Background: an optimization exercise with open tools, aiming at small area, a short achievable clock period and few clock cycles. Do not read the settings as production practice. At most, simulation tests tie the RTL to the original design; equivalence was not proved. For runs 4 to 7, only the layout was checked, not whether the RTL still works. Power is estimated from default activity; no workload was simulated.

File: flow/run.sh
#!/bin/bash
# synth_recipe.tcl (not shown) runs the flow's synth.tcl, then flattens the netlist and writes it again
# the make line also repeats each setting of config.mk as NAME=value (left out here)
make -C /OpenROAD-flow-scripts/flow DESIGN_CONFIG=/design/flow/config.mk WORK_HOME=/design/flow/orfs CLKGATE_MAP_FILE= SYNTH_SCRIPT=/design/flow/synth_recipe.tcl finish
File: flow/config.mk
export PLATFORM = sky130hd
export DESIGN_NAME = mips16
export DESIGN_NICKNAME = mips16
export VERILOG_FILES = /design/flow/design.v
export SDC_FILE = /design/flow/constraint.sdc
export NUM_CORES = 4
export LEC_CHECK = 0
export CAP_MARGIN = 20
export CORE_MARGIN = 2
export CORE_UTILIZATION = 40
export SLEW_MARGIN = 20
File: flow/constraint.sdc
create_clock -name core_clock -period 11.0 [get_ports {clk}]
set_input_delay 2.2000 -clock core_clock [delete_from_list [all_inputs] [get_ports {clk}]]
set_output_delay 2.2000 -clock core_clock [all_outputs]
set_load 0.01 [all_outputs]
File: flow/design.v
module ALU(a,b,cmd,res);
input [15:0] a,b;
input [2:0] cmd;
output [15:0] res;
assign res = (cmd==0) ? a+b : 
					(cmd==1) ? a-b : 
					(cmd==2) ? a&b : 
					(cmd==3) ? a|b : 
					(cmd==4) ? a^b : 
					(cmd==5) ? a << b : 
					(cmd==6) ? a >> b : 
					a >>> b;
endmodule
module MUX(sel,a,b,out);
parameter n=16;
input sel;
input [n-1:0] a,b;
output [n-1:0] out;
assign out = sel?b:a;
endmodule
module MUX2(sel,a,b,c,out);
parameter n=16;
input [1:0]sel;
input [n-1:0] a,b,c;
output [n-1:0] out;
assign out = sel==0?a:sel==1?b:c;
endmodule
module adder(a,b,result);
input[15:0] a,b;
output [15:0] result;
assign result = a+b;
endmodule
module sign_extend(in,out);
input [5:0] in;
output [15:0] out;
assign out= {{10{in[5]}},in};
endmodule
module controller(opcode,alu_com,w_en,pc_sel,reg1_data,reg2sel,alu_src,mem_write_en,mem_to_reg);
input [3:0] opcode;
input [15:0] reg1_data;
output reg w_en;
output pc_sel,reg2sel,alu_src,mem_write_en,mem_to_reg;
output reg [2:0] alu_com;
assign pc_sel= (opcode==4'b1100 &&reg1_data==0)?1:0;
assign reg2sel = (opcode==11)?1:0;
assign alu_src = (opcode>=9 && opcode <=11)?1:0;
assign mem_write_en = (opcode==11)?1:0;
assign mem_to_reg = (opcode==10)?0:1;
always@(opcode)begin
	case(opcode)
		1: alu_com=0;
		2: alu_com=1;
		3: alu_com=2;
		4: alu_com=3;
		5: alu_com=4;
		6: alu_com=5;
		7: alu_com=6;
		8: alu_com=7;
		9: alu_com=0;
		10: alu_com=0;
		11: alu_com=0;
		default: alu_com=0;
	endcase
	if(opcode>=1 && opcode <=10)
		w_en=1'b1;
	else
		w_en=1'b0;
end
endmodule
module hazard_detection(opcode,r1_decode,r2_decode,w_decode,w_exec,w_mem,w_wb,stall);
input [2:0] r1_decode,r2_decode,w_decode,w_exec,w_mem,w_wb;
input [3:0] opcode;
output stall;
assign stall = ( opcode >=1 && opcode <= 8)?
				(((r1_decode!=0) &&(r1_decode == w_exec || r1_decode==w_mem || r1_decode == w_wb))||
				((r2_decode!=0)&&( r2_decode == w_exec || r2_decode==w_mem || r2_decode == w_wb))?1:0):
				(( opcode== 9 || opcode==12|| opcode==10)?(((r1_decode!=0)&&(r1_decode == w_exec || r1_decode==w_mem || r1_decode == w_wb))?1:0):
				(( opcode == 11)?((((w_decode!=0)&&(w_decode == w_exec || w_decode==w_mem || w_decode == w_wb))||((r1_decode!=0)&&(r1_decode == w_exec || r1_decode==w_mem || r1_decode == w_wb)))?1:0):0));
endmodule
module forwardingUnit(forward_en,wb_mem,wb_wb,mem_reg,reg1,reg2,wb_reg,
									ex_opcode,mem_opcode,ALUsel1,ALUsel2,stall);
input forward_en,wb_mem,wb_wb;
input[2:0] mem_reg,wb_reg,reg1,reg2;
input [3:0] ex_opcode,mem_opcode;
output[1:0] ALUsel1,ALUsel2;
output stall;
assign ALUsel1 = (forward_en==0)?0: (((reg1!=0)&& (reg1==mem_reg))?1:(((reg1!=0)&&(reg1==wb_reg))?2:0))	;
assign ALUsel2 = (forward_en==0)?0: ( ((ex_opcode>=1 && ex_opcode<=8)||ex_opcode==11)?(((reg2!=0)&& (reg2==mem_reg&&wb_mem==1))?1:((reg2!=0)&&(reg2==wb_reg&&wb_wb==1))?2:0):0);
assign stall = (forward_en==0)?0: (((ex_opcode==10&&mem_opcode==11)||(mem_opcode==10)||(ex_opcode==10&&mem_opcode==10))&&(ALUsel1!=0||ALUsel2!=0))?1:0;	
endmodule
module pc(clk,rst,load,in,out);
input clk,rst,load;
input [15:0] in;
output [15:0]out;
reg [15:0] counter;
always@(posedge clk,posedge rst)begin
	if(rst)begin
		counter<=0;
	end
	else if(load) begin
		counter<=in;
	end
end
assign out = counter;
endmodule
module register(clk,rst,en,in,out);
parameter n=16;
input [n-1:0] in;
input clk,rst,en;
output reg [n-1:0] out;
always@(posedge clk,posedge rst) begin
	if(rst) out<=0;
	else if(en)
		out<=in;
end
endmodule
module fetch_id_reg(clk,rst,en,inst_out,inst_out_reg);
input [15:0] inst_out;
input clk,rst,en;
output reg [15:0] inst_out_reg;
always@(posedge clk,posedge rst)begin
 if(rst) inst_out_reg<=0;
 else if(en)
	inst_out_reg<=inst_out;
end
endmodule
module registerFile(clk,rst,rg_wrt_enable,rg_wrt_dest,rg_wrt_data,
		rg_rd_add1,rg_rd_data1,rg_rd_add2,rg_rd_data2,monitor_addr,monitor_data);
input clk,rst;
integer i;
input rg_wrt_enable;
input [2:0] rg_wrt_dest;
input [15:0] rg_wrt_data;
input [2:0] rg_rd_add1,monitor_addr;
output [15:0] rg_rd_data1;
input [2:0] rg_rd_add2;
output [15:0] rg_rd_data2,monitor_data;
reg [15:0] registers [7:0];
assign rg_rd_data1 = registers[rg_rd_add1];
assign rg_rd_data2 = registers[rg_rd_add2];
assign monitor_data = registers[monitor_addr];
always@(negedge clk)begin
	if(rst) begin
		registers [0] <= 0;
		registers [1] <= 0;
		registers [2] <= 0;
		registers [3] <= 0;
		registers [4] <= 0;
		registers [5] <= 0;
		registers [6] <= 0;
		registers [7] <= 0;
	end
	else if(rg_wrt_enable)begin
		registers[rg_wrt_dest] <= rg_wrt_data;
	end
	registers[0] <= 0;
end
endmodule
module mips16(clk,rst,imem_addr,imem_rdata,dmem_addr,dmem_wdata,dmem_we,dmem_rdata,dbg_raddr,dbg_rdata);
defparam id_ex.n=68;
defparam ex_mem.n=42;
defparam mem_wb.n=37;
input clk,rst;
output [15:0] imem_addr;
input [15:0] imem_rdata;
output [15:0] dmem_addr,dmem_wdata;
output dmem_we;
input [15:0] dmem_rdata;
input [2:0] dbg_raddr;
output [15:0] dbg_rdata;
wire pc_sel,reg2sel,alu_src,mem_write_en,mem_to_reg,enable2,enableBase;
wire [15:0] out_src1,out_src2,pc_out,pc_in,adder_out,sign_ex_out,branch_offset,monitor_regFile,aluIn2,mem_out,write_back_data;
wire [15:0] inst_out,inst_out_reg,rg_rd_data1,rg_rd_data2,alu_out,rg_wrt_data,branch_stall;
wire [2:0] alu_com,rg_wrt_dest,reg2src;
wire [67:0] id_ex_reg_out,id_ex_input,id_ex_next;
wire [41:0] ex_mem_reg_out,ex_mem_input;
wire [36:0] mem_wb_reg_out;
wire [1:0] ALUsel1,ALUsel2;
wire w_en,rg_wrt_enable,stall,reg_enable,memory_stall,forward_en,branch_hazard;
wire ready = 1'b0;
sign_extend ex(inst_out_reg[5:0],sign_ex_out);
adder add_offset(sign_ex_out,pc_out,branch_offset);
adder add1(16'd1,pc_out,adder_out);
MUX pc_mux(pc_sel,adder_out,branch_offset,pc_in);
pc p1(clk,rst,enableBase,pc_in,pc_out);
assign imem_addr = pc_out;
assign inst_out = imem_rdata;
assign branch_stall=inst_out& {16{~pc_sel}};
fetch_id_reg fe_id_reg(clk,rst,enableBase,branch_stall,inst_out_reg);
controller control(inst_out_reg[15:12],alu_com,w_en,pc_sel,rg_rd_data1,reg2sel,alu_src,mem_write_en,mem_to_reg);
hazard_detection hazard_detect(inst_out_reg[15:12],inst_out_reg[8:6],inst_out_reg[5:3],
								inst_out_reg[11:9],id_ex_reg_out[37:35],ex_mem_reg_out[2:0],mem_wb_reg_out[2:0],stall);
MUX #(3) reg2mux(reg2sel,inst_out_reg[5:3],inst_out_reg[11:9],reg2src);
registerFile regFile(clk,rst,rg_wrt_enable,rg_wrt_dest,rg_wrt_data,inst_out_reg[8:6],
				rg_rd_data1,reg2src,rg_rd_data2,dbg_raddr,monitor_regFile);
assign dbg_rdata = monitor_regFile;
assign id_ex_input = {inst_out_reg[15:12],inst_out_reg[8:6],reg2src,mem_to_reg,mem_write_en,alu_src,sign_ex_out,w_en,inst_out_reg[11:9],alu_com,rg_rd_data1,rg_rd_data2};
assign id_ex_next = memory_stall ? {id_ex_reg_out[67:32],out_src1,out_src2} : id_ex_input&{68{reg_enable}};
register id_ex(clk,rst,~ready,id_ex_next,id_ex_reg_out);
forwardingUnit fw(forward_en,ex_mem_reg_out[3],mem_wb_reg_out[3],ex_mem_reg_out[2:0]&{3{ex_mem_reg_out[3]}},id_ex_reg_out[63:61],id_ex_reg_out[60:58],mem_wb_reg_out[2:0]&{3{mem_wb_reg_out[3]}},
									id_ex_reg_out[67:64],ex_mem_reg_out[41:38],ALUsel1,ALUsel2,memory_stall);
MUX2 src2(ALUsel2,id_ex_reg_out[15:0],ex_mem_reg_out[19:4],write_back_data,out_src2);
MUX aluMux(id_ex_reg_out[55],out_src2,id_ex_reg_out[54:39],aluIn2);
MUX2 src1(ALUsel1,id_ex_reg_out[31:16],ex_mem_reg_out[19:4],write_back_data,out_src1);
ALU alu(out_src1,aluIn2,id_ex_reg_out[34:32],alu_out);
assign ex_mem_input = {id_ex_reg_out[67:64],id_ex_reg_out[57:56],out_src2,alu_out,id_ex_reg_out[38],id_ex_reg_out[37:35]};
register ex_mem(clk,rst,~ready,ex_mem_input&{42{~memory_stall}},ex_mem_reg_out);
assign dmem_addr = ex_mem_reg_out[19:4];
assign dmem_wdata = ex_mem_reg_out[35:20];
assign dmem_we = ex_mem_reg_out[36];
assign mem_out = dmem_rdata;
register mem_wb(clk,rst,1'b1,{ex_mem_reg_out[37],mem_out,ex_mem_reg_out[19:0]}&{37{~ready}},mem_wb_reg_out);
MUX wb_mux(mem_wb_reg_out[36],mem_wb_reg_out[35:20],mem_wb_reg_out[19:4],write_back_data);
assign rg_wrt_enable=mem_wb_reg_out[3];
assign rg_wrt_dest = mem_wb_reg_out[2:0];
assign rg_wrt_data = write_back_data;
assign forward_en = 1'b1;
assign branch_hazard = stall & (inst_out_reg[15:12]==4'd12);
assign reg_enable = ~branch_hazard;
assign enable2 = (forward_en==1&&memory_stall==1)?0:1;
assign enableBase = enable2 & reg_enable & ~ready;
endmodule
==> results.cfg, run 1 <==
[status]
status = timing/DRC/antenna clean

[placed_design]
portBuffers = 101
gp_congestion = 0.929
dp_hpwl_mm = 43.9
postPlaceCellArea_um2 = 21000
dp_cells = 2533

[drt]
drtPass1Iterations = 5
via_per_inst = 6.04
vias = 16500
postRouteAntennaNets = 0
drt_iter0_drc = 1796
wire_per_inst_um = 23.7
wl_mm = 64.5
drc = 0

[synth]
synth_area_per_cell_um2 = 10.2
synth_flop_cell = dfrtp_1
netlist_area_um2 = 19600
synth_edf_count = 112
synth.area.top_cells = dfrtp_1 22%, edfxtp_1 17%, mux4_2 11%
ys_types = 94
ys_seq_area_frac = 0.403
netlist.area_leader.share = 0.216
async_flop_share = 0.569
syn_inst = 1919
synth_warnings = 7
synth-seq-cells = 297
yosys.area.top_type = dfrtp_1

[floorplan]
rows = 81
fp.dieW_um = 225
ioPinCount = 102
dieArea_um2 = 50800
die_h_um = 225
core-area_um2 = 48600
start_util = 0.403

[clock_network]
root_buffer = clkbuf_16
cts_sinks = 297
cts_hold_buf = 0
cts_buffer_depth = 3
post-cts-setup-buffer-count = 0
clk_pin_slew_ns = 0.06
clock_latency_ns = 0.61
cts_tree = yes
cts-htree-levels = 2
cts_resized = 0
cts_made_buffers = 37

[critical_path]
worst-path-stages = 18
worst-setup-path-type = register to register
path_common_cell = o21ai_0
r2r_slack_ns = 0.38
reg2reg_to = p1.counter[14]
cp_slowest_stage_delay_ns = 0.52
cp.buffers_inverters = 0
cp_slowest_cell = and4_1
startpoint = regFile.registers[3][11]
cp-start-kind = register
crit_required_ns = 11.44
path_delay_family = compound AO/OA/AOI/OAI gates
reg2reg_depth = 18
r2r-start = regFile.registers[3][11]
end_kind = register
critical_path_arrival_ns = 11.07
crit_end = p1.counter[14]
critical_path.cell_chain = mux4_2 > mux2i_1 > nand4_1 > nor4_1 > and4_1 > nand2_1 > fa_1 > nor2b_1 > o21ai_0 > a21boi_0 > o21ai_0 > a21boi_0 > o21ai_0 > a21o_1 > a311oi_1 > o21ai_0 > nor3b_1 > o31ai_1
crit_fanout = 8

[timing]
rsz0062_at_grt = false
tightest_slew_ns = 1.18
hold_viol = 0
finClkSkew_ns = 0.0796
setup_viol = 0
relSlewSlack = 0.213
tns_ns = 0
maxSlewViolCount = 0

[global_routing]
gr-total-overflow = 0
grt_pass1_vias = 16500
grt_max_degree = 141
grt_pass1_wl_mm = 98.1
antenna_found_initial = 1
gr-usage-all-layers = 0.255

[final_layout]
fin_cells = 2725
drive_gt1_frac = 0.125
fin_area_um2 = 22700
nFillCells = 4589
regMostFlops = regFile.registers
area_delta_synth_final_pct = 15.9
top_regs = regFile.registers (128), id_ex.out (58), ex_mem.out (42)
diodes = 0
largest_reg_flops = 128
fin_nets = 2194

[pwr]
p_per_area_nw_per_um2 = 371
power.leakage_nw = 9.69
vdd_drop_max_mv = 0.186

[job]
cap_violations = 0

[hold_path]
worstHoldPathType = register to register
==> per-layer routing <==
layer  share of wire  vias up  GRT usage
met5         0.00020        -          0
met4           0.039        2      0.108
met3           0.088      146     0.0497
met2            0.47      897      0.402
met1            0.41     8083      0.343
li1                -     7341          -
==> per-stage QoR <==
step | hold slack [ns] | setup slack (ns) | power [mW] | util
4_1_cts | 0.352 | 0.445 | 8.37 | 0.467
3_3_place_gp | 0.337 | 0.639 | 6.92 | 0.432
6_report | 0.355 | 0.376 | 8.44 | 0.467
2_1_floorplan | 0.331 | 0.424 | 5.47 | -
3_5_place_dp | 0.340 | 0.584 | 6.95 | 0.432
5_1_grt | 0.365 | 0.110 | 9.02 | 0.467
==> logic make-up (layout without fill, tap and decap cells) <==
logic type,after synthesis,after routing,share of synthesized area
XOR/XNOR,62,62,0.0277
AND/OR/NAND/NOR,554,554,0.129
buffers and inverters,251,420,0.0593
other,1,16,0.000191
multiplexers,216,216,0.174
AO/OA/AOI/OAI,458,458,0.155
adder cells (fa/ha/maj),80,80,0.0522
flip-flops,297,297,0.403
==> worst min-delay path by stage <==
stage,from,endpoint,cells after the start
2_1_floorplan,ex_mem.out[37],mem_wb.out[36],0
3_3_place_gp,ex_mem.out[37],mem_wb.out[36],0
3_5_place_dp,ex_mem.out[37],mem_wb.out[36],0
4_1_cts,ex_mem.out[37],mem_wb.out[36],0
5_1_grt,ex_mem.out[37],mem_wb.out[36],0
6_report,ex_mem.out[37],mem_wb.out[36],0
==> cell usage after synthesis (5+ instances only) <==
cell	count
nand4_1	19
ha_1	77
a221oi_1	8
nor2b_1	6
or2_2	8
nand3_1	40
xnor2_1	39
nor2_1	209
nand2b_1	27
nor3_1	35
a22oi_1	15
a221o_1	6
dfxtp_1	16
nand2_1	142
inv_1	77
a211oi_1	12
o21ai_0	107
buf_6	6
and2_1	26
xor2_1	23
mux2_2	23
o21ai_1	11
a21o_1	18
nor4_1	8
a31oi_1	24
a21oi_1	73
o31a_1	7
mux4_2	96
o31ai_1	13
o21a_1	19
a31o_2	5
or3_1	8
buf_2	33
clkbuf_1	83
edfxtp_1	112
o22ai_1	53
buf_1	11
o211ai_1	21
buf_4	36
dfrtp_1	169
o21bai_1	6
mux2i_1	94
o2111ai_1	6
==> cell type report <==
cell class                 count  area [um^2]  share of cell area
tap                          622          778              0.0342
multi-input combinational   1386        10700               0.469
sequential                   297         7910               0.348
inverter                      81          312              0.0137
timing repair buffer         146         1360              0.0596
clock buffer                  46         1000              0.0440
clock inverter               147          709              0.0312
==> report_power, final <==
group / total, mW / switching (mW) / internal (mW)
clock: 1.44 / 0.616 / 0.826
combinational: 5.22 / 3.24 / 1.98
sequential: 1.78 / 0.314 / 1.47
==> cell usage in the layout, fill, tap and decap left out, types with 10 or more instances in the layout <==
| cell type | instances |
|---|---|
| xnor2_1 | 39 |
| nand3_1 | 40 |
| ha_1 | 77 |
| nand2_1 | 142 |
| inv_1 | 206 |
| a31oi_1 | 24 |
| mux2_2 | 23 |
| o21ai_0 | 107 |
| o211ai_1 | 21 |
| o21ai_1 | 10 |
| mux2i_1 | 89 |
| conb_1 | 16 |
| a211oi_1 | 12 |
| a21oi_1 | 73 |
| and2_1 | 26 |
| nand2b_1 | 27 |
| dfxtp_1 | 16 |
| a22oi_1 | 15 |
| buf_4 | 44 |
| o22ai_1 | 53 |
| mux4_2 | 96 |
| edfxtp_1 | 112 |
| o21a_1 | 19 |
| clkbuf_16 | 38 |
| nor2_1 | 209 |
| dfrtp_1 | 168 |
| xor2_1 | 23 |
| nand4_1 | 19 |
| nor3_1 | 35 |
| a21o_1 | 18 |
| clkdlybuf4s50_1 | 100 |
| o31ai_1 | 12 |
Testbench counts, summed over its fixed seeds: cycles 38,078.
==> inputs of run 2 (changes only) <==
==> flow/design.v (replaced) <==
module mips16(clk,rst,imem_addr,imem_rdata,dmem_addr,dmem_wdata,dmem_we,dmem_rdata,dbg_raddr,dbg_rdata);
input clk,rst;
output [15:0] imem_addr;
input [15:0] imem_rdata;
output [15:0] dmem_addr,dmem_wdata;
output dmem_we;
input [15:0] dmem_rdata;
input [2:0] dbg_raddr;
output [15:0] dbg_rdata;
reg [15:0] ir;    
reg [15:0] npc;   
wire [3:0] op = ir[15:12];
wire [2:0] rd = ir[11:9];
wire [2:0] rs = ir[8:6];
wire [2:0] rt = ir[5:3];
wire [15:0] imm = {{10{ir[5]}},ir[5:0]};
reg [111:0] regs;
wire [127:0] rv = {regs,16'h0000};
wire is_st = (op == 4'd11);
wire [2:0] rb = is_st ? rd : rt;
wire [15:0] a = rv[rs*16 +: 16];
wire [15:0] b = rv[rb*16 +: 16];
assign dbg_rdata = rv[dbg_raddr*16 +: 16];
wire [15:0] addr = a + imm;
wire sub = (op == 4'd2);
wire [15:0] sum = a + (b ^ {16{sub}}) + {15'd0,sub};
wire left = (op == 4'd6);
wire [15:0] a_rev, sh_rev;
genvar g;
generate for (g = 0; g < 16; g = g + 1) begin : rev
  assign a_rev[g] = a[15-g];
  assign sh_rev[g] = sh[15-g];
end endgenerate
wire [15:0] sh_in = left ? a_rev : a;
wire [15:0] sh = (|b[15:4]) ? 16'h0000 : (sh_in >> b[3:0]);
wire [15:0] shres = left ? sh_rev : sh;
reg [15:0] res;
always @(*) begin
  case (op)
    4'd1, 4'd2: res = sum;
    4'd3: res = a & b;
    4'd4: res = a | b;
    4'd5: res = a ^ b;
    4'd6, 4'd7, 4'd8: res = shres;
    4'd9: res = addr;
    default: res = dmem_rdata;
  endcase
end
wire we = (op >= 4'd1) && (op <= 4'd10);
integer k;
always @(posedge clk) begin
  for (k = 1; k < 8; k = k + 1)
    if (rst || (we && rd == k))
      regs[(k-1)*16 +: 16] <= rst ? 16'h0000 : res;
end
assign dmem_addr = addr;
assign dmem_wdata = b;
assign dmem_we = is_st;
wire taken = (op == 4'd12) && (a == 16'h0000);
assign imem_addr = taken ? npc + imm : npc;
always @(posedge clk or posedge rst) begin
  if (rst) begin
    ir <= 16'h0000;
    npc <= 16'h0000;
  end else begin
    ir <= imem_rdata;
    npc <= imem_addr + 16'd1;
  end
end
endmodule
--- a/flow/config.mk
+++ b/flow/config.mk
@@ -8,4 +8,5 @@
 export CAP_MARGIN = 20
 export CORE_MARGIN = 2
 export CORE_UTILIZATION = 40
+export SETUP_SLACK_MARGIN = 5
 export SLEW_MARGIN = 20
==> results.cfg, run 2 <==
[synth]
synth_most_common_cell = edfxtp_1
yosys.area.top_type = edfxtp_1
ys_types = 84
synth_flop_cell = edfxtp_1
async_flop_share = 0.222
netlist_top_cells_count = 112 x edfxtp_1, 108 x mux2i_1, 88 x a21oi_1
synth_area_per_cell_um2 = 9.93
synth_edf_count = 112
ys_seq_area_frac = 0.325
syn_inst = 1289
synth.area.top_cells = edfxtp_1 26%, mux2i_1 8.4%, ha_1 7.8%
netlist.area_leader.share = 0.263
synth_warnings = 1
netlist_area_um2 = 12800
synth-seq-cells = 144

[final_layout]
top_regs = regs (112), ir (16), npc (16)
final_cell_mix = 112 x edfxtp_1, 100 x mux2i_1, 86 x nand2_1
area_delta_synth_final_pct = 24.2
nFillCells = 2931
regMostFlops = regs
drive_gt1_frac = 0.221
layout_commonest_cell = edfxtp_1
fin_nets = 1543
largest_reg_flops = 112

[timing]
relSlewSlack = 0.236
maxSlewViolCount = 0
max_freq_ghz = 0.163
finClkSkew_ns = 0.0127
rsz0062_at_grt = true
hold_viol = 0
tightest_slew_ns = 1.14
period_share = 0.557
setup_viol = 0
tns_ns = 0
min_period_ns = 6.13
setup_slack_ns = 4.87

[clock_network]
clk_pin_slew_ns = 0.06
cts-htree-levels = 4
cts_made_buffers = 17
cts_sinks = 144
cts_tree = yes
root_buffer = clkbuf_16
cts_hold_buf = 0
clock_latency_ns = 0.43
cts_buffer_depth = 2

[pwr]
p_per_area_nw_per_um2 = 149
pwr-share-seq = 0.304
clkPwrFrac = 0.255
vdd_drop_max_mv = 0.0937
power.leakage_nw = 6.51
total_switching_power_mw = 0.898
intPower_mw = 1.46
p_comb_frac = 0.440
switching_share = 0.380

[critical_path]
worst-setup-path-type = register to primary output
critical_path_arrival_ns = 3.93
crit_fanout = 6
crit_required_ns = 8.80
end_kind = primary output
cp-start-kind = register

[drt]
drtPass1Iterations = 8
wl_mm = 47.4
wire_per_inst_um = 25.7
postRouteAntennaNets = 0
via_per_inst = 6.41
drt_iter0_drc = 1284
vias = 11800
drc = 0

[placed_design]
dp_hpwl_mm = 33.2
gp_congestion = 0.916
portBuffers = 101
dp_slack_ns = 4.00

[global_routing]
use_met2 = 0.438
grt_pass1_wl_mm = 69.3
grt_pass1_vias = 11100
grt_max_degree = 42
gr-total-overflow = 0
antenna_found_initial = 0
met1_usage = 0.374
gr-usage-all-layers = 0.276
busiest_layer = met2
use_met3 = 0.0520

[floorplan]
dieArea_um2 = 33400
start_util = 0.406
fp.dieW_um = 183
die_h_um = 183
rows = 65
ioPinCount = 102
core-area_um2 = 31600

[hold_path]
worstHoldPathType = register to register

[status]
status = timing/DRC/antenna clean

[job]
cap_violations = 0
## run 2: cell count changes after synthesis, sizes merged, moves of 42 or more
cell    change
o21ai      -59
buf        -50
dfrtp     -137
nand2      -56
nor2      -130
o22ai      -47
clkbuf     -42
mux4       -64
## run 2: logic make-up (layout without fill, tap and decap cells)
group / count (synthesis) / count (layout) / synth area share
AOI/OAI and AO/OA: 346 / 346 / 0.185
and+or+nand+nor: 325 / 326 / 0.131
muxes: 186 / 186 / 0.182
DFF: 144 / 144 / 0.325
buffers and inverters: 141 / 287 / 0.0497
adders and majority gates: 83 / 83 / 0.0829
xor gates and xnor gates: 64 / 64 / 0.0438
other: 0 / 1 / 0
## run 2: stage by stage
stage	area, um^2	std cells	hold slack [ns]	utilization	power [mW]
3_3_place_gp	14300	1751	0.582	0.452	1.65
3_5_place_dp	14300	1751	0.590	0.452	1.66
4_1_cts	15500	1820	0.602	0.492	2.31
5_1_grt	15900	1838	0.655	0.504	2.46
6_report	15900	1839	0.623	0.504	2.36
2_1_floorplan	12800	1289	0.612	-	1.32
## run 2: timing repair
action / CTS / global route
setup buffers: 32 / 16
setup endpoints to repair: 76 / 93
gates cloned: 5 / 1
pin swaps: 16 / 21
gates resized for setup: 120 / 71
## run 2: final cells by class
cell class              instances  area, um^2  share of cell area
diodes                          1        2.50            0.000157
clock buffers                  19         433              0.0272
clock inverters                13         175              0.0110
inverters                      64         263              0.0165
multi-input cells            1005        8530               0.537
flip-flops and latches        144        4170               0.262
well taps                     402         503              0.0316
repair buffers                191        1820               0.114
## run 2: layer usage
metal  part of all wire  vias to the layer above
li1                   -                     5211
met1               0.41                     5774
met2               0.46                      683
met3              0.092                      116
met4              0.040                        0
met5                  0                        -
## run 2: path summary, 6_finish.rpt
kind	cells past startpoint	slack, ns	from	to
worst max-delay path	16	4.87	ir[6]	dmem_addr[14]
worst min-delay path	3	0.62	npc[0]	npc[0]
worst max register to register	18	5.25	ir[14]	regs[42]
worst min register to register	3	0.62	npc[0]	npc[0]
max in group asynchronous	3	7.91	rst	ir[8]
min in group asynchronous	3	2.52	rst	ir[6]
## run 2: critical path, cell delays in order, from the launching register on
cell,delay [ns]
dfrtp_2,0.46
bufbuf_16,0.30
mux2_2,0.35
o22ai_2,0.12
a21o_2,0.16
inv_1,0.10
ha_2,0.20
fa_2,0.38
a211oi_2,0.26
nor2_1,0.10
o211ai_1,0.26
a21oi_2,0.11
nor2_1,0.11
a211o_1,0.15
o21ai_1,0.07
xor2_1,0.20
buf_2,0.17
## run 2: power by group through the flow
stage / logic, mW / registers, mW / clock network [mW]
final: 1.04 / 0.719 / 0.604
after global placement: 0.926 / 0.724 / 0
after global routing: 1.11 / 0.724 / 0.633
after floorplan: 0.618 / 0.699 / 0
after detailed placement: 0.931 / 0.725 / 0
after CTS: 0.980 / 0.715 / 0.612
Testbench counts of run 2, summed over its fixed seeds: cycles 26,648.
==> inputs of run 3 (changes only) <==
--- a/flow/config.mk
+++ b/flow/config.mk
@@ -8,5 +8,4 @@
 export CAP_MARGIN = 20
 export CORE_MARGIN = 2
 export CORE_UTILIZATION = 40
-export SETUP_SLACK_MARGIN = 5
 export SLEW_MARGIN = 20
==> results.cfg, run 3 <==
[synth]
synth_compound_area_frac = 0.185
yosys.area_share.simple = 0.131
ys_types = 84
netlist.area_leader.share = 0.263
synth.area.top_cells = edfxtp_1 26%, mux2i_1 8.4%, ha_1 7.8%
synth_area_per_cell_um2 = 9.93
synth_most_common_cell = edfxtp_1
synth_edf_count = 112
ys_seq_area_frac = 0.325
netlist_top_cells_count = 112 x edfxtp_1, 108 x mux2i_1, 88 x a21oi_1
netlist_area_um2 = 12800
synth_warnings = 1
synth_xor_area_frac = 0.0438
synth_flop_cell = edfxtp_1
yosys.area.top_type = edfxtp_1
muxShareOfSynthArea = 0.182
yosys.area_share.adder = 0.0829
async_flop_share = 0.222
synth-seq-cells = 144
synth_top_family_by_area = compound AO/OA/AOI/OAI gates
syn_inst = 1289

[timing]
setup_viol = 0
period_share = 0.683
maxSlewViolCount = 0
min_period_ns = 7.51
max_freq_ghz = 0.133
tightest_slew_ns = 1.17
finClkSkew_ns = 0.0113
hold_viol = 0
relSlewSlack = 0.215
tns_ns = 0
rsz0062_at_grt = false

[hold_path]
min_from = npc[15]
worstHoldPathType = register to register
holdPathEnd = npc[15]
worstHoldPathCells = 2

[drt]
drc = 0
drtPass1Iterations = 6
vias = 11300
wl_mm = 44.6
wire_per_inst_um = 25.0
via_per_inst = 6.33
drt_iter0_drc = 1251
postRouteAntennaNets = 0

[final_layout]
final_cell_mix = 112 x edfxtp_1, 107 x mux2i_1, 99 x clkdlybuf4s50_1
layout_commonest_cell = edfxtp_1
largest_reg_flops = 112
area_delta_synth_final_pct = 16.4
drive_gt1_frac = 0.132
nFillCells = 2988
top_regs = regs (112), ir (16), npc (16)
fin_nets = 1489
regMostFlops = regs
fin_area_um2 = 14900

[floorplan]
core-area_um2 = 31600
ioPinCount = 102
start_util = 0.406
dieArea_um2 = 33400
fp.dieW_um = 183
die_h_um = 183
rows = 65

[placed_design]
gp_congestion = 0.916
portBuffers = 101
postPlaceCellArea_um2 = 14300
dp_hpwl_mm = 33.2

[clock_network]
clock_latency_ns = 0.43
clk_pin_slew_ns = 0.06
cts_buffer_depth = 2
post-cts-setup-buffer-count = 0
cts_hold_buf = 0
cts-htree-levels = 4
root_buffer = clkbuf_16
cts_tree = yes
cts_made_buffers = 17
cts_resized = 0
cts_sinks = 144

[job]
cap_violations = 0

[global_routing]
gr-total-overflow = 0
grt_pass1_vias = 10700
gr-usage-all-layers = 0.265
grt_max_degree = 51
antenna_found_initial = 0
grt_pass1_wl_mm = 66.7

[pwr]
power.leakage_nw = 6.01
vdd_drop_max_mv = 0.0937
p_per_area_nw_per_um2 = 153

[critical_path]
reg2reg_to = regs[76]
r2r_slack_ns = 4.09
crit_required_ns = 8.80
startpoint = ir[6]
reg2reg_depth = 19
critical_path.cell_chain = buf_4 > mux4_2 > mux2i_1 > inv_1 > ha_1 > o21a_1 > o21ai_0 > inv_1 > a41oi_1 > a211o_1 > o21ai_0 > o21a_1 > nor2_1 > xnor2_1 > clkdlybuf4s50_1
cp-start-kind = register
worst-setup-path-type = register to primary output
crit_fanout = 50
cp_slowest_stage_delay_ns = 0.61
critical_path_arrival_ns = 5.31
end_kind = primary output
cp_slowest_cell = mux4_2
r2r-start = ir[15]

[status]
status = timing/DRC/antenna clean
-- run 3: cell types whose count changed in the layout (fill, tap and decap cells not counted), moves of 10 or more --
| cell | delta |
|---|---|
| dlygate4sd2_1 | -12 |
| clkdlybuf4s50_1 | +30 |
| buf_4 | -38 |
| inv_1 | +10 |
| o21ai_0 | +14 |
-- run 3: logic make-up after synthesis --
| group | after synthesis |
|---|---|
| XOR/XNOR | 64 |
| buffers and inverters | 141 |
| AO/OA/AOI/OAI | 346 |
| adder cells (fa/ha/maj) | 83 |
| AND/OR/NAND/NOR | 325 |
| multiplexers | 186 |
| flip-flops | 144 |
-- run 3: power by group --
part,total [mW],leakage [nW],internal (mW),switching [mW]
registers,0.716,1.55,0.658,0.0582
logic,0.954,4.17,0.402,0.552
clock network,0.603,0.290,0.362,0.241
total,2.27,6.01,1.42,0.851
-- run 3: through the flow --
step	setup slack, ns	hold WS [ns]	cells	power (mW)	util
CTS	3.57	0.602	1783	2.26	0.471
floorplan	5.08	0.612	1289	1.32	-
global route	3.23	0.617	1784	2.38	0.472
detailed placement	4.00	0.590	1751	1.66	0.452
finish	3.49	0.597	1786	2.27	0.472
global placement	3.99	0.582	1751	1.65	0.452
-- run 3: worst max path at each step --
stage / endpoint / slack, ns / depth (start not counted)
5_1_grt: dmem_addr[15] / 3.23 / 15
4_1_cts: dmem_addr[15] / 3.57 / 15
6_report: dmem_addr[15] / 3.49 / 15
3_5_place_dp: dbg_rdata[14] / 4.00 / 7
3_3_place_gp: dbg_rdata[0] / 3.99 / 7
2_1_floorplan: dbg_rdata[10] / 5.08 / 5
-- run 3: cell type report --
class	instances	area (um^2)	area share
Clock inverter	13	175	0.0118
Clock buffer	19	433	0.0291
Inverter	64	244	0.0164
Sequential cell	144	4170	0.280
Multi-Input combinational cell	1004	8080	0.543
Timing Repair Buffer	138	1290	0.0864
Antenna cell	2	5.00	0.000336
Tap cell	402	503	0.0338
-- run 3: worst max-delay path, delay by kind of cell, from the launching register on --
kind / cells / cell delay [ns]
DFF: 1 / 0.34
buffers and inverters: 4 / 1.46
AOI/OAI and AO/OA: 6 / 1.24
and+or+nand+nor: 1 / 0.11
xor gates and xnor gates: 1 / 0.14
adders and majority gates: 1 / 0.38
muxes: 2 / 1.15
-- run 3: layer usage --
layer | track usage | vias up | share of wire
met1 | 0.371 | 5574 | 0.44
met3 | 0.0421 | 90 | 0.081
met4 | 0.0941 | 0 | 0.030
met2 | 0.417 | 540 | 0.45
li1 | - | 5096 | -
met5 | 0 | - | 0
==> inputs of run 4 (changes only) <==
==> flow/design.v (replaced) <==
module mips16(clk,rst,imem_addr,imem_rdata,dmem_addr,dmem_wdata,dmem_we,dmem_rdata,dbg_raddr,dbg_rdata);
input clk,rst;
output [15:0] imem_addr;
input [15:0] imem_rdata;
output [15:0] dmem_addr,dmem_wdata;
output dmem_we;
input [15:0] dmem_rdata;
input [2:0] dbg_raddr;
output [15:0] dbg_rdata;
reg [15:0] ir;    
reg [15:0] npc;   
wire [3:0] op = ir[15:12];
wire [2:0] rd = ir[11:9];
wire [2:0] rs = ir[8:6];
wire [2:0] rt = ir[5:3];
wire [15:0] imm = {{10{ir[5]}},ir[5:0]};
wire is_sub = (op == 4'd2);
wire is_bz  = (op == 4'd12);
wire is_st  = (op == 4'd11);
wire use_imm = is_bz || (op == 4'd9) || (op == 4'd10) || is_st;
reg [111:0] regs;
wire [127:0] rv = {regs,16'h0000};
wire [2:0] rb = is_st ? rd : rt;
wire [15:0] a = rv[rs*16 +: 16];
wire [15:0] b = rv[rb*16 +: 16];
assign dbg_rdata = rv[dbg_raddr*16 +: 16];
wire [15:0] x = is_bz ? npc : a;
wire [15:0] y = use_imm ? imm : (b ^ {16{is_sub}});
wire [15:0] sum = x + y + {15'd0,is_sub};
wire left = (op == 4'd6);
wire [3:0] s = b[3:0];
wire [3:0] r = left ? (4'd0 - s) : s;
wire [15:0] r1 = r[0] ? {a[0],a[15:1]} : a;
wire [15:0] r2 = r[1] ? {r1[1:0],r1[15:2]} : r1;
wire [15:0] r3 = r[2] ? {r2[3:0],r2[15:4]} : r2;
wire [15:0] r4 = r[3] ? {r3[7:0],r3[15:8]} : r3;
wire [15:0] mask;
genvar g;
generate for (g = 0; g < 16; g = g + 1) begin : m
  assign mask[g] = left ? (s <= g) : (s <= 15 - g);
end endgenerate
wire [15:0] shres = (|b[15:4]) ? 16'h0000 : (r4 & mask);
reg [15:0] res;
always @(*) begin
  case (op)
    4'd1, 4'd2, 4'd9: res = sum;
    4'd3: res = a & b;
    4'd4: res = a | b;
    4'd5: res = a ^ b;
    4'd6, 4'd7, 4'd8: res = shres;
    default: res = dmem_rdata;
  endcase
end
wire we = (op >= 4'd1) && (op <= 4'd10);
integer k;
always @(posedge clk) begin
  for (k = 1; k < 8; k = k + 1)
    if (rst || (we && rd == k))
      regs[(k-1)*16 +: 16] <= rst ? 16'h0000 : res;
end
assign dmem_addr = sum;
assign dmem_wdata = b;
assign dmem_we = is_st;
wire taken = is_bz && (a == 16'h0000);
assign imem_addr = taken ? sum : npc;
always @(posedge clk or posedge rst) begin
  if (rst) begin
    ir <= 16'h0000;
    npc <= 16'h0000;
  end else begin
    ir <= imem_rdata;
    npc <= imem_addr + 16'd1;
  end
end
endmodule
==> flow/flow/run.sh (new file) <==
#!/bin/bash
set -euo pipefail
export SETUP_SLACK_MARGIN=5.9
export BUFFER_PORTS_ARGS="-buffer_cell sky130_fd_sc_hd__buf_2"
bash standard.sh > standard.log 2>&1
==> flow/standard.sh (new file) <==
#!/bin/bash
# synth_recipe.tcl (not shown) runs the flow's synth.tcl, then flattens the netlist and writes it again
# the make line also repeats each setting of config.mk as NAME=value (left out here)
make -C /OpenROAD-flow-scripts/flow DESIGN_CONFIG=/design/flow/config.mk WORK_HOME=/design/flow/orfs CLKGATE_MAP_FILE= SYNTH_SCRIPT=/design/flow/synth_recipe.tcl "${@:-finish}"
--- a/flow/config.mk
+++ b/flow/config.mk
@@ -7,5 +7,5 @@
 export LEC_CHECK = 0
 export CAP_MARGIN = 20
 export CORE_MARGIN = 2
-export CORE_UTILIZATION = 40
+export CORE_UTILIZATION = 65
 export SLEW_MARGIN = 20
removed: flow/run.sh
==> results.cfg, run 4 <==
[status]
status = stopped before the end
haltStage = 5_1_grt
error_line = [ERROR GRT-0232] Routing congestion too high. Check the congestion heatmap in the GUI.

[global_routing]
gr-total-overflow = 9
grt_max_degree = 42
gr-usage-all-layers = 0.717

[synth]
synth_flop_cell = edfxtp_1
synth-seq-cells = 144
async_flop_share = 0.222
netlist_area_um2 = 11600
synth_most_common_cell = mux2i_1
netlist.area_leader.share = 0.290
synth.area.top_cells = edfxtp_1 29%, mux2i_1 10%, dfrtp_1 6.9%
synth_area_per_cell_um2 = 10.1
synth_edf_count = 112
synth_warnings = 1
ys_seq_area_frac = 0.358
ys_types = 79
syn_inst = 1149
netlist_top_cells_count = 117 x mux2i_1, 112 x edfxtp_1, 103 x a21oi_1
yosys.area.top_type = edfxtp_1

[placed_design]
dp_hpwl_mm = 25.4
dp_slack_ns = 3.03
postPlaceCellArea_um2 = 12600
gp_congestion = 0.999
portBuffers = 101

[clock_network]
cts_hold_buf = 0
cts_sinks = 144
cts_made_buffers = 17
cts_buffer_depth = 2
root_buffer = clkbuf_16
cts-htree-levels = 4

[floorplan]
rows = 48
fp.dieW_um = 138
die_h_um = 138
start_util = 0.669
ioPinCount = 102

[timing]
endpoint_type = primary output
crit_endpoint = imem_addr[14]
[run 4: worst max path at each step]
stage / slack, ns / endpoint / depth (start not counted) / startpoint
floorplan: 4.34 / imem_addr[14] / 19 / ir[14]
CTS: 4.02 / imem_addr[14] / 21 / ir[14]
global placement: 3.21 / imem_addr[14] / 22 / ir[14]
detailed placement: 3.03 / imem_addr[14] / 22 / ir[14]
[run 4: kinds of logic after synthesis]
logic type	share of synthesized area
flip-flops	0.358
adder cells (fa/ha/maj)	0.0573
multiplexers	0.203
AND/OR/NAND/NOR	0.103
XOR/XNOR	0.0323
buffers and inverters	0.0539
AO/OA/AOI/OAI	0.193
[run 4: repair_timing]
| action | 4_1_cts |
|---|---|
| setup endpoints to repair | 189 |
| cloned | 11 |
| buffers inserted | 119 |
| pin swaps | 41 |
| resized for setup | 139 |
[run 4: power by group through the flow]
stage / Sequential (mW) / Clock, mW / Combinational (mW)
after CTS: 0.708 / 0.615 / 1.13
after floorplan: 0.702 / 0 / 0.597
after detailed placement: 0.718 / 0 / 0.823
after global placement: 0.716 / 0 / 0.810
[run 4: layer usage]
| metal | GRT overflow | track usage |
|---|---|---|
| met5 | 0 | 0.311 |
| met4 | 5 | 0.628 |
| met3 | 0 | 0.581 |
| met2 | 4 | 0.865 |
| met1 | 0 | 0.751 |
[run 4: stage by stage]
stage	cells	power, mW	hold WS [ns]
global placement	1428	1.53	0.600
floorplan	1149	1.30	0.599
detailed placement	1428	1.54	0.598
CTS	1590	2.46	0.632
==> inputs of run 5 (changes only) <==
==> flow/flow/run.sh (replaced) <==
#!/bin/bash
set -euo pipefail
export SETUP_SLACK_MARGIN=5.5
export BUFFER_PORTS_ARGS="-buffer_cell sky130_fd_sc_hd__buf_2"
bash standard.sh > standard.log 2>&1
--- a/flow/config.mk
+++ b/flow/config.mk
@@ -7,5 +7,5 @@
 export LEC_CHECK = 0
 export CAP_MARGIN = 20
 export CORE_MARGIN = 2
-export CORE_UTILIZATION = 65
+export CORE_UTILIZATION = 45
 export SLEW_MARGIN = 20
==> results.cfg, run 5 <==
[status]
status = timing/DRC/antenna clean

[floorplan]
dieArea_um2 = 27100
rows = 58
die_h_um = 165
start_util = 0.460
ioPinCount = 102
fp.dieW_um = 165
core-area_um2 = 25300

[pwr]
vdd_drop_max_mv = 0.138
p_per_area_nw_per_um2 = 162
power.leakage_nw = 6.47

[critical_path]
cp-start-kind = register
end_kind = primary output
cp_slowest_stage_delay_ns = 0.42
worst-setup-path-type = register to primary output
r2r_slack_ns = 5.49
crit_fanout = 6
crit_required_ns = 8.80
cp.buffers_inverters = 2
critical_path.cell_chain = nand4b_4 > mux2_4 > and2_4 > a221oi_4 > buf_12 > nand2_4 > nand3_2 > o21ai_2 > fa_2 > fa_2 > nor2b_4 > o31a_1 > o211ai_1 > a32oi_2 > a21o_1 > a21oi_2 > xnor2_2 > mux2_4 > buf_6
path_delay_family = compound AO/OA/AOI/OAI gates
critical_path_arrival_ns = 4.84
cp_slowest_cell = dfrtp_2

[timing]
min_period_ns = 7.04
max_freq_ghz = 0.142
maxSlewViolCount = 0
hold_slack_ns = 0.632
setup_viol = 0
finClkSkew_ns = 0.0181
hold_viol = 0
tns_ns = 0
rsz0062_at_grt = true
tightest_slew_ns = 1.06
period_share = 0.640
relSlewSlack = 0.291

[synth]
syn_inst = 1149
yosys.area_share.adder = 0.0573
synth_top_family_by_area = multiplexers
synth-seq-cells = 144
ys_seq_area_frac = 0.358
synth_most_common_cell = mux2i_1
netlist.area_leader.share = 0.290
yosys.area.top_type = edfxtp_1
ys_types = 79
netlist_top_cells_count = 117 x mux2i_1, 112 x edfxtp_1, 103 x a21oi_1
synth_flop_cell = edfxtp_1
async_flop_share = 0.222
synth_area_per_cell_um2 = 10.1
synth_compound_area_frac = 0.193
synth.area.top_cells = edfxtp_1 29%, mux2i_1 10%, dfrtp_1 6.9%
synth_warnings = 1
netlist_area_um2 = 11600
synth_edf_count = 112
muxShareOfSynthArea = 0.203
yosys.area_share.simple = 0.103
synth_xor_area_frac = 0.0323

[drt]
postRouteAntennaNets = 0
wl_mm = 44.1
drt_iter0_drc = 1288
vias = 10900
drc = 0
wire_per_inst_um = 26.2
via_per_inst = 6.46
drtPass1Iterations = 6

[global_routing]
antenna_found_initial = 0
grt_pass1_vias = 10600
grt_max_degree = 43
grt_pass1_wl_mm = 64.1
gr-usage-all-layers = 0.323
gr-total-overflow = 0

[final_layout]
diodes = 0
largest_reg_flops = 112
top_regs = regs (112), ir (16), npc (16)
regMostFlops = regs
nFillCells = 2061
area_delta_synth_final_pct = 31.3
drive_gt1_frac = 0.377
final_cell_mix = 112 x edfxtp_1, 108 x mux2i_1, 108 x buf_4
layout_commonest_cell = edfxtp_1
fin_nets = 1433

[hold_path]
worstHoldPathType = register to register

[clock_network]
clk_pin_slew_ns = 0.07
cts-htree-levels = 4
cts_made_buffers = 17
cts_tree = yes
root_buffer = clkbuf_16
cts_buffer_depth = 2
cts_sinks = 144
clock_latency_ns = 0.44

[placed_design]
gp_congestion = 0.963
portBuffers = 101
dp_hpwl_mm = 28.3

[job]
cap_violations = 0
-- run 5: logic make-up after synthesis --
family                   after synthesis
AND/OR/NAND/NOR                      240
buffers and inverters                144
adder cells (fa/ha/maj)               52
XOR/XNOR                              42
multiplexers                         192
flip-flops                           144
AO/OA/AOI/OAI                        335
-- run 5: through the flow --
step | std cells | util | cell area, um^2 | power (mW) | worst slack (ns)
floorplan | 1149 | - | 11800 | 1.28 | 4.34
global placement | 1533 | 0.499 | 12600 | 1.54 | 2.76
detailed placement | 1533 | 0.500 | 12600 | 1.55 | 2.65
finish | 1687 | 0.604 | 15300 | 2.47 | 3.96
global route | 1687 | 0.604 | 15300 | 2.57 | 3.79
CTS | 1654 | 0.580 | 14600 | 2.34 | 3.97
-- run 5: power by group --
| group | switching (mW) | total, mW | internal, mW |
|---|---|---|---|
| registers | 0.0571 | 0.717 | 0.660 |
| clock network | 0.248 | 0.561 | 0.313 |
| logic | 0.634 | 1.19 | 0.556 |
-- run 5: timing repair --
item                       in CTS  in global routing
setup endpoints to repair     185                140
buffers inserted               80                 32
gates resized for setup       125                 87
cloned                          9                  1
pin swaps                      40                 38
hold buffers                    0                  0
-- run 5: tightest hold or removal path, cell delays in order, from the launching register on --
cell     delay [ns]
dfrtp_1        0.36
nand2_1        0.06
o21ai_2        0.06
ha_1           0.11
-- run 5: routing by layer --
layer | wire length (um) | track usage | vias to the layer above
li1 | - | - | 4776
met1 | 17500 | 0.416 | 5349
met2 | 20800 | 0.528 | 645
met3 | 3770 | 0.0630 | 133
met4 | 2080 | 0.144 | 0
met5 | 0 | 0 | -
-- run 5: cell type report --
type | count | area, um^2 | share of cell area
clock buffer | 17 | 425 | 0.0279
clock inverter | 15 | 135 | 0.00886
inverter | 69 | 285 | 0.0187
multi-input combinational | 863 | 7660 | 0.502
sequential | 144 | 4180 | 0.274
tap | 330 | 413 | 0.0271
timing repair buffer | 249 | 2160 | 0.142
-- run 5: worst paths after layout --
check / from / to / cells after the start
hold reg to reg: npc[1] / npc[1] / 3
setup reg to reg: ir[14] / regs[62] / 20
min in group asynchronous: rst / npc[0] / 2
hold / removal: npc[1] / npc[1] / 3
max in group asynchronous: rst / ir[6] / 3
setup / recovery: ir[14] / imem_addr[14] / 19
==> inputs of run 6 (changes only) <==
==> flow/design.v (replaced) <==
module mips16(clk,rst,imem_addr,imem_rdata,dmem_addr,dmem_wdata,dmem_we,dmem_rdata,dbg_raddr,dbg_rdata);
input clk,rst;
output [15:0] imem_addr;
input [15:0] imem_rdata;
output [15:0] dmem_addr,dmem_wdata;
output dmem_we;
input [15:0] dmem_rdata;
input [2:0] dbg_raddr;
output [15:0] dbg_rdata;
wire [3:0] fop = imem_rdata[15:12];
wire [2:0] frd = imem_rdata[11:9];
wire [2:0] frs = imem_rdata[8:6];
wire [2:0] frt = imem_rdata[5:3];
wire f_st = (fop == 4'd11);
wire [2:0] frb = f_st ? frd : frt;
reg [111:0] regs;
wire [127:0] rv = {regs,16'h0000};
wire [15:0] ra = rv[frs*16 +: 16];
wire [15:0] rb = rv[frb*16 +: 16];
assign dbg_rdata = rv[dbg_raddr*16 +: 16];
reg e_we, e_st, e_bz;             
reg e_ld, e_addi, e_sum, e_sub, e_and, e_or, e_xor, e_sh, e_left;
reg [2:0] e_rd;
reg [5:0] e_imm;
reg [15:0] e_a, e_b;
reg [15:0] e_pc1;                 
wire [15:0] e_res;
wire fwd_a = e_we && (e_rd == frs);
wire fwd_b = e_we && (e_rd == frb);
always @(posedge clk) begin
  e_ld   <= (fop == 4'd10);
  e_addi <= (fop == 4'd9);
  e_sum  <= (fop == 4'd1) || (fop == 4'd2);
  e_sub  <= (fop == 4'd2);
  e_and  <= (fop == 4'd3);
  e_or   <= (fop == 4'd4);
  e_xor  <= (fop == 4'd5);
  e_sh   <= (fop == 4'd6) || (fop == 4'd7) || (fop == 4'd8);
  e_left <= (fop == 4'd6);
  e_rd   <= frd;
  e_imm  <= imem_rdata[5:0];
  e_a    <= fwd_a ? e_res : ra;
  e_b    <= fwd_b ? e_res : rb;
end
always @(posedge clk or posedge rst) begin
  if (rst) begin
    e_we <= 1'b0;
    e_st <= 1'b0;
    e_bz <= 1'b0;
    e_pc1 <= 16'h0000;
  end else begin
    e_we <= (fop >= 4'd1) && (fop <= 4'd10) && (frd != 3'd0);
    e_st <= f_st;
    e_bz <= (fop == 4'd12);
    e_pc1 <= imem_addr + 16'd1;
  end
end
wire [15:0] imm = {{10{e_imm[5]}},e_imm};
wire [15:0] addr = e_a + imm;
wire [15:0] sum = e_a + (e_b ^ {16{e_sub}}) + {15'd0,e_sub};
wire [15:0] a_rev, sh_rev, sh;
genvar g;
generate for (g = 0; g < 16; g = g + 1) begin : rev
  assign a_rev[g] = e_a[15-g];
  assign sh_rev[g] = sh[15-g];
end endgenerate
wire [15:0] sh_in = e_left ? a_rev : e_a;
assign sh = (|e_b[15:4]) ? 16'h0000 : (sh_in >> e_b[3:0]);
wire [15:0] shres = e_left ? sh_rev : sh;
assign e_res = ({16{e_sum}}  & sum)
             | ({16{e_and}}  & (e_a & e_b))
             | ({16{e_or}}   & (e_a | e_b))
             | ({16{e_xor}}  & (e_a ^ e_b))
             | ({16{e_sh}}   & shres)
             | ({16{e_addi}} & addr)
             | ({16{e_ld}}   & dmem_rdata);
integer k;
always @(posedge clk) begin
  for (k = 1; k < 8; k = k + 1)
    if (rst || (e_we && e_rd == k))
      regs[(k-1)*16 +: 16] <= rst ? 16'h0000 : e_res;
end
assign dmem_addr = addr;
assign dmem_wdata = e_b;
assign dmem_we = e_st;
wire taken = e_bz && (e_a == 16'h0000);
assign imem_addr = taken ? e_pc1 + imm : e_pc1;
endmodule
==> flow/run.sh (new file) <==
#!/bin/bash
# synth_recipe.tcl (not shown) runs the flow's synth.tcl, then flattens the netlist and writes it again
# the make line also repeats each setting of config.mk as NAME=value (left out here)
make -C /OpenROAD-flow-scripts/flow DESIGN_CONFIG=/design/flow/config.mk WORK_HOME=/design/flow/orfs CLKGATE_MAP_FILE= SYNTH_SCRIPT=/design/flow/synth_recipe.tcl finish
--- a/flow/config.mk
+++ b/flow/config.mk
@@ -7,5 +7,6 @@
 export LEC_CHECK = 0
 export CAP_MARGIN = 20
 export CORE_MARGIN = 2
-export CORE_UTILIZATION = 45
+export CORE_UTILIZATION = 40
+export SETUP_SLACK_MARGIN = 5
 export SLEW_MARGIN = 20
removed: flow/flow/run.sh
removed: flow/standard.sh
==> results.cfg, run 6 <==
[status]
status = timing/DRC/antenna clean

[final_layout]
layout_commonest_cell = nand2_1
post-route-util = 0.472
ff_latch_area_um2 = 4840
multi_input_area_um2 = 7840
nFillCells = 2964
final_cell_mix = 143 x nand2_1, 112 x edfxtp_1, 83 x clkdlybuf4s50_1
fin_nets = 1489
regMostFlops = regs
drive_gt1_frac = 0.130
fin_cells = 1825
largest_reg_flops = 112
diodes = 0
area_delta_synth_final_pct = 16.6

[placed_design]
portBuffers = 101
dp_hpwl_mm = 28.0
dp_cells = 1781
gp_congestion = 0.910
dp_slack_ns = 3.92

[floorplan]
dieArea_um2 = 34300
fp.dieW_um = 185
start_util = 0.405
core-area_um2 = 32500
ioPinCount = 102
rows = 66
die_h_um = 185

[timing]
min_period_ns = 5.93
tightest_slew_ns = 1.14
maxSlewViolCount = 0
setup_slack_ns = 5.07
rsz0062_at_grt = true
max_freq_ghz = 0.169
hold_viol = 0
setup_viol = 0
period_share = 0.539
tns_ns = 0
finClkSkew_ns = 0.0179
relSlewSlack = 0.238

[drt]
via_per_inst = 6.14
drt_iter0_drc = 992
vias = 11200
wl_mm = 41.8
wire_per_inst_um = 22.9
drc = 0
postRouteAntennaNets = 0
drtPass1Iterations = 7

[synth]
netlist_area_um2 = 13100
ys_seq_area_frac = 0.368
synth_flop_cell = edfxtp_1
synth-seq-cells = 181
async_flop_share = 0.105
netlist.area_leader.share = 0.256
synth_area_per_cell_um2 = 10.1
synth_edf_count = 112
synth_warnings = 1
synth_most_common_cell = nand2_1
yosys.area.top_type = edfxtp_1
ys_types = 75
syn_inst = 1305
synth.area.top_cells = edfxtp_1 26%, dfxtp_1 7.6%, mux4_2 7.5%
netlist_top_cells_count = 143 x nand2_1, 112 x edfxtp_1, 79 x ha_1

[critical_path]
crit_fanout = 8
crit_required_ns = 8.80
end_kind = primary output
critical_path.cell_chain = clkdlybuf4s15_2 > buf_12 > buf_4 > mux4_2 > nand2_1 > o21ai_0 > dlygate4sd2_1
cp-start-kind = input pin
worst-setup-path-type = input pin to primary output
critical_path_arrival_ns = 3.73
cp.buffers_inverters = 4
path_delay_family = buffers and inverters
cp_slowest_stage_delay_ns = 0.50
cp_slowest_cell = mux4_2

[clock_network]
cts_sinks = 181
cts_buffer_depth = 2
clk_pin_slew_ns = 0.07
clock_latency_ns = 0.46
cts-htree-levels = 4
cts_made_buffers = 17
cts_tree = yes
root_buffer = clkbuf_16

[global_routing]
gr-total-overflow = 0
grt_pass1_wl_mm = 63.5
gr-usage-all-layers = 0.247
grt_max_degree = 51
antenna_found_initial = 0
grt_pass1_vias = 10600

[hold_path]
worstHoldPathType = register to register

[pwr]
vdd_drop_max_mv = 0.149
p_per_area_nw_per_um2 = 162
power.leakage_nw = 5.95

[job]
cap_violations = 0
run 6: timing repair:
| action | CTS | global route |
|---|---|---|
| cloned | 2 | 0 |
| hold buffers | 0 | 0 |
| gates resized for setup | 31 | 12 |
| buffers inserted | 10 | 0 |
| endpoints found under the setup margin | 18 | 5 |
run 6: cell type report:
| type | instances | share of cell area |
|---|---|---|
| multi-input combinational | 987 | 0.512 |
| sequential | 181 | 0.316 |
| timing repair buffer | 131 | 0.0849 |
| tap | 442 | 0.0361 |
| clock buffer | 17 | 0.0278 |
| inverter | 52 | 0.0127 |
| clock inverter | 15 | 0.0101 |
run 6: layer usage:
layer  part of all wire  global-route usage  up-vias  wire length, um
li1                   -                   -     5103                -
met1               0.44               0.343     5519            18400
met2               0.45               0.390      512            18900
met3              0.076              0.0395       71             3180
met4              0.030              0.0844        0             1240
met5                  0                   0        -                0
run 6: logic make-up (layout without fill, tap and decap cells):
group,after synthesis,after routing,synth area share
AOI/OAI and AO/OA,389,389,0.206
xor gates and xnor gates,70,70,0.0467
adders and majority gates,82,82,0.0798
buffers and inverters,137,215,0.0414
DFF,181,181,0.368
muxes,117,117,0.139
and+or+nand+nor,329,329,0.119
run 6: path summary, 6_finish.rpt:
check / slack, ns / cells after the start / start / end
setup / recovery: 5.07 / 7 / dbg_raddr[0] / dbg_rdata[15]
hold / removal: 0.63 / 3 / e_pc1[11] / e_pc1[11]
setup reg to reg: 6.60 / 11 / e_sub / regs[93]
hold reg to reg: 0.63 / 3 / e_pc1[11] / e_pc1[11]
max in group asynchronous: 7.88 / 3 / rst / e_pc1[11]
min in group asynchronous: 2.85 / 3 / rst / e_bz
run 6: worst min-delay path: stages, from the launching register on:
cell,delay (ns)
dfrtp_1,0.35
nand2_1,0.09
o31ai_4,0.08
xnor2_1,0.07
run 6: where the power goes:
group | switching, mW | internal [mW] | leakage, nW | total, mW
registers | 0.119 | 0.814 | 1.83 | 0.933
clock network | 0.310 | 0.303 | 0.274 | 0.612
logic | 0.512 | 0.423 | 3.85 | 0.935
total | 0.941 | 1.54 | 5.95 | 2.48
run 6: metrics by stage:
step           power [mW]  area, um^2  hold slack [ns]
4_1_cts              2.47       15300            0.632
5_1_grt              2.61       15300            0.680
3_5_place_dp         1.85       14500            0.620
6_report             2.48       15300            0.629
3_3_place_gp         1.84       14500            0.606
2_1_floorplan        1.52       13100            0.602
==> inputs of run 7 (changes only) <==
--- a/flow/config.mk
+++ b/flow/config.mk
@@ -7,6 +7,7 @@
 export LEC_CHECK = 0
 export CAP_MARGIN = 20
 export CORE_MARGIN = 2
-export CORE_UTILIZATION = 40
+export CORE_UTILIZATION = 65
+export CTS_BUF_LIST = sky130_fd_sc_hd__clkbuf_4 sky130_fd_sc_hd__clkbuf_8
 export SETUP_SLACK_MARGIN = 5
 export SLEW_MARGIN = 20
==> results.cfg, run 7 <==
[status]
status = timing/DRC/antenna clean

[pwr]
p_comb_frac = 0.398
clkPwrFrac = 0.201
p_per_area_nw_per_um2 = 157
pwr-share-seq = 0.401
switching_share = 0.388
total_switching_power_mw = 0.905
vdd_drop_max_mv = 0.116
power.leakage_nw = 5.88
intPower_mw = 1.43

[timing]
finClkSkew_ns = 0.0158
period_share = 0.546
hold_viol = 0
min_period_ns = 6.01
maxSlewViolCount = 0
max_freq_ghz = 0.166
tightest_slew_ns = 1.09
relSlewSlack = 0.269
setup_viol = 0
hold_slack_ns = 0.639
rsz0062_at_grt = true
tns_ns = 0

[final_layout]
regMostFlops = regs
final_cell_mix = 143 x nand2_1, 112 x edfxtp_1, 83 x clkdlybuf4s50_1
layout_commonest_cell = nand2_1
post-route-util = 0.743
nFillCells = 1488
largest_reg_flops = 112
diodes = 0
fin_nets = 1489
drive_gt1_frac = 0.129
area_delta_synth_final_pct = 13.4

[placed_design]
gp_congestion = 0.996
dp_hpwl_mm = 26.1
portBuffers = 101

[global_routing]
met1_usage = 0.491
gr-usage-all-layers = 0.360
grt_pass1_vias = 10600
gr-total-overflow = 0
use_met3 = 0.0753
grt_pass1_wl_mm = 59.8
busiest_layer = met2
use_met2 = 0.575
grt_max_degree = 51
antenna_found_initial = 0

[job]
cap_violations = 0

[critical_path]
crit_fanout = 33
cp-start-kind = input pin
crit_end = dbg_rdata[4]
reg2reg_to = regs[62]
crit_required_ns = 8.80
r2r-start = e_sub
reg2reg_depth = 11
critical_path_arrival_ns = 3.81
worst-setup-path-type = input pin to primary output
r2r_slack_ns = 6.69
startpoint = dbg_raddr[1]
end_kind = primary output

[floorplan]
dieArea_um2 = 21400
fp.dieW_um = 146
start_util = 0.656
ioPinCount = 102
core-area_um2 = 20000
die_h_um = 146
rows = 52

[clock_network]
cts-htree-levels = 4
cts_sinks = 181
cts_tree = yes
clk_pin_slew_ns = 0.11
clock_latency_ns = 0.48
cts_buffer_depth = 2
root_buffer = clkbuf_8
cts_hold_buf = 0
cts_made_buffers = 17

[synth]
ys_seq_area_frac = 0.368
synth_flop_cell = edfxtp_1
syn_inst = 1305
netlist.area_leader.share = 0.256
netlist_area_um2 = 13100
async_flop_share = 0.105
ys_types = 75
synth_edf_count = 112
synth_warnings = 1
synth_most_common_cell = nand2_1
synth.area.top_cells = edfxtp_1 26%, dfxtp_1 7.6%, mux4_2 7.5%
synth-seq-cells = 181
netlist_top_cells_count = 143 x nand2_1, 112 x edfxtp_1, 79 x ha_1
yosys.area.top_type = edfxtp_1
synth_area_per_cell_um2 = 10.1

[drt]
wl_mm = 38.9
drc = 0
postRouteAntennaNets = 0
wire_per_inst_um = 23.6
drt_iter0_drc = 1289
drtPass1Iterations = 6
vias = 11400
via_per_inst = 6.89

[hold_path]
worstHoldPathType = register to register
run 7: cell count changes in the layout (fill, tap and decap cells not counted), sizes merged:
cell / previous run / this run
clkinvlp: 3 / 1
buf: 30 / 31
clkdlybuf4s15: 1 / 0
dlymetal6s2s: 0 / 2
dlygate4sd2: 15 / 13
clkbuf: 17 / 18
inv: 58 / 60
clkinv: 6 / 5
bufinv: 0 / 1
bufbuf: 2 / 1
run 7: power by group through the flow:
stage | combinational [mW] | clock (mW) | sequential, mW
2_1_floorplan | 0.628 | 0 | 0.890
3_3_place_gp | 0.883 | 0 | 0.940
3_5_place_dp | 0.900 | 0 | 0.944
4_1_cts | 0.909 | 0.471 | 0.928
5_1_grt | 1.01 | 0.496 | 0.943
6_report | 0.928 | 0.469 | 0.936
run 7: worst max-delay path, cell delays in order:
cell and delay (ns):
buf_2 0.10, buf_12 0.24, nor2b_4 0.32, a22oi_1 0.14, o21ai_2 0.20, clkdlybuf4s50_1 0.58
run 7: worst min-delay path by stage:
| stage | to | cells past startpoint | start |
|---|---|---|---|
| 3_3_place_gp | e_pc1[0] | 3 | e_pc1[0] |
| 4_1_cts | e_pc1[10] | 3 | e_pc1[10] |
| 6_report | e_pc1[10] | 3 | e_pc1[10] |
| 3_5_place_dp | e_pc1[10] | 3 | e_pc1[10] |
| 5_1_grt | e_pc1[10] | 3 | e_pc1[10] |
| 2_1_floorplan | e_pc1[4] | 2 | e_pc1[4] |
run 7: stage by stage:
step | instance area [um^2] | total power [mW] | cells | worst slack (ns)
4_1_cts | 14800 | 2.31 | 1648 | 4.86
5_1_grt | 14900 | 2.45 | 1653 | 4.98
2_1_floorplan | 13100 | 1.52 | 1305 | 5.09
3_5_place_dp | 14300 | 1.84 | 1605 | 3.90
6_report | 14900 | 2.33 | 1653 | 4.99
3_3_place_gp | 14300 | 1.82 | 1605 | 3.97
run 7: logic make-up (layout without fill, tap and decap cells):
kind of cell	after synthesis	after routing	synth area share
compound gates	389	389	0.206
buf+inv	137	215	0.0414
xor+xnor	70	70	0.0467
mux	117	117	0.139
flops	181	181	0.368
simple gates	329	329	0.119
fa+ha+maj	82	82	0.0798
run 7: layout make-up:
type | instances | area [um^2] | area share
well taps | 270 | 338 | 0.0227
clock buffers | 17 | 234 | 0.0157
clock inverters | 15 | 179 | 0.0120
repair buffers | 131 | 1270 | 0.0854
multi-input cells | 987 | 7830 | 0.526
flip-flops and latches | 181 | 4840 | 0.325
inverters | 52 | 195 | 0.0131
run 7: metal layers:
| layer | vias up | share of wire |
|---|---|---|
| met2 | 703 | 0.47 |
| met1 | 5438 | 0.40 |
| met4 | 0 | 0.039 |
| li1 | 5128 | - |
| met3 | 115 | 0.095 |
| met5 | - | 0 |
run 7: repair_timing:
action	4_1_cts	5_1_grt
setup endpoints to repair	23	8
hold endpoints to repair	0	0
pin swaps	0	0
setup buffers	10	5
resized for setup	30	12
cloned	1	0

[port drivers added, routing unchanged]
How much do the figures lean on ideal ports? The routed layouts below were timed once more, with nothing changed but the port constraints.
Step 1 sets driving cells, clkbuf_16 on the clock port and buf_2 on the other inputs (assumed; they add their load-dependent delay and slew).
Step 2 adds t to the input delays and takes it off the output delays; t is the mean of the earliest and latest rising clock arrival at the registers after step 1. Input paths then give back, and output paths get back, about the clock's delay inside the block.
Slacks: ideal ports / drivers / drivers and shift; pairs: ideal ports / drivers.
run | t, ns | slack for setup (ns) | hold WS [ns] | latest minus earliest clock arrival (ns) | worst data-port slew with drivers (ns)
run 2 | 0.475 | 4.870 / 4.818 / 5.046 | 0.623 / 0.623 / 0.623 | 0.012 / 0.012 | 0.05
run 3 | 0.478 | 3.488 / 3.435 / 3.914 | 0.597 / 0.597 / 0.597 | 0.012 / 0.011 | 0.05
run 5 | 0.482 | 3.960 / 3.909 / 4.391 | 0.632 / 0.632 / 0.632 | 0.018 / 0.018 | 0.14
run 6 | 0.501 | 5.068 / 5.044 / 5.044 | 0.629 / 0.629 / 0.629 | 0.018 / 0.018 | 0.05
run 7 | 0.514 | 4.989 / 4.967 / 4.967 | 0.639 / 0.639 / 0.639 | 0.018 / 0.018 | 0.05
After both steps every run listed still meets setup and hold. The setup slack of run 6, which loses most, moves by -0.024 ns with the drivers and by -0.024 ns with both steps.
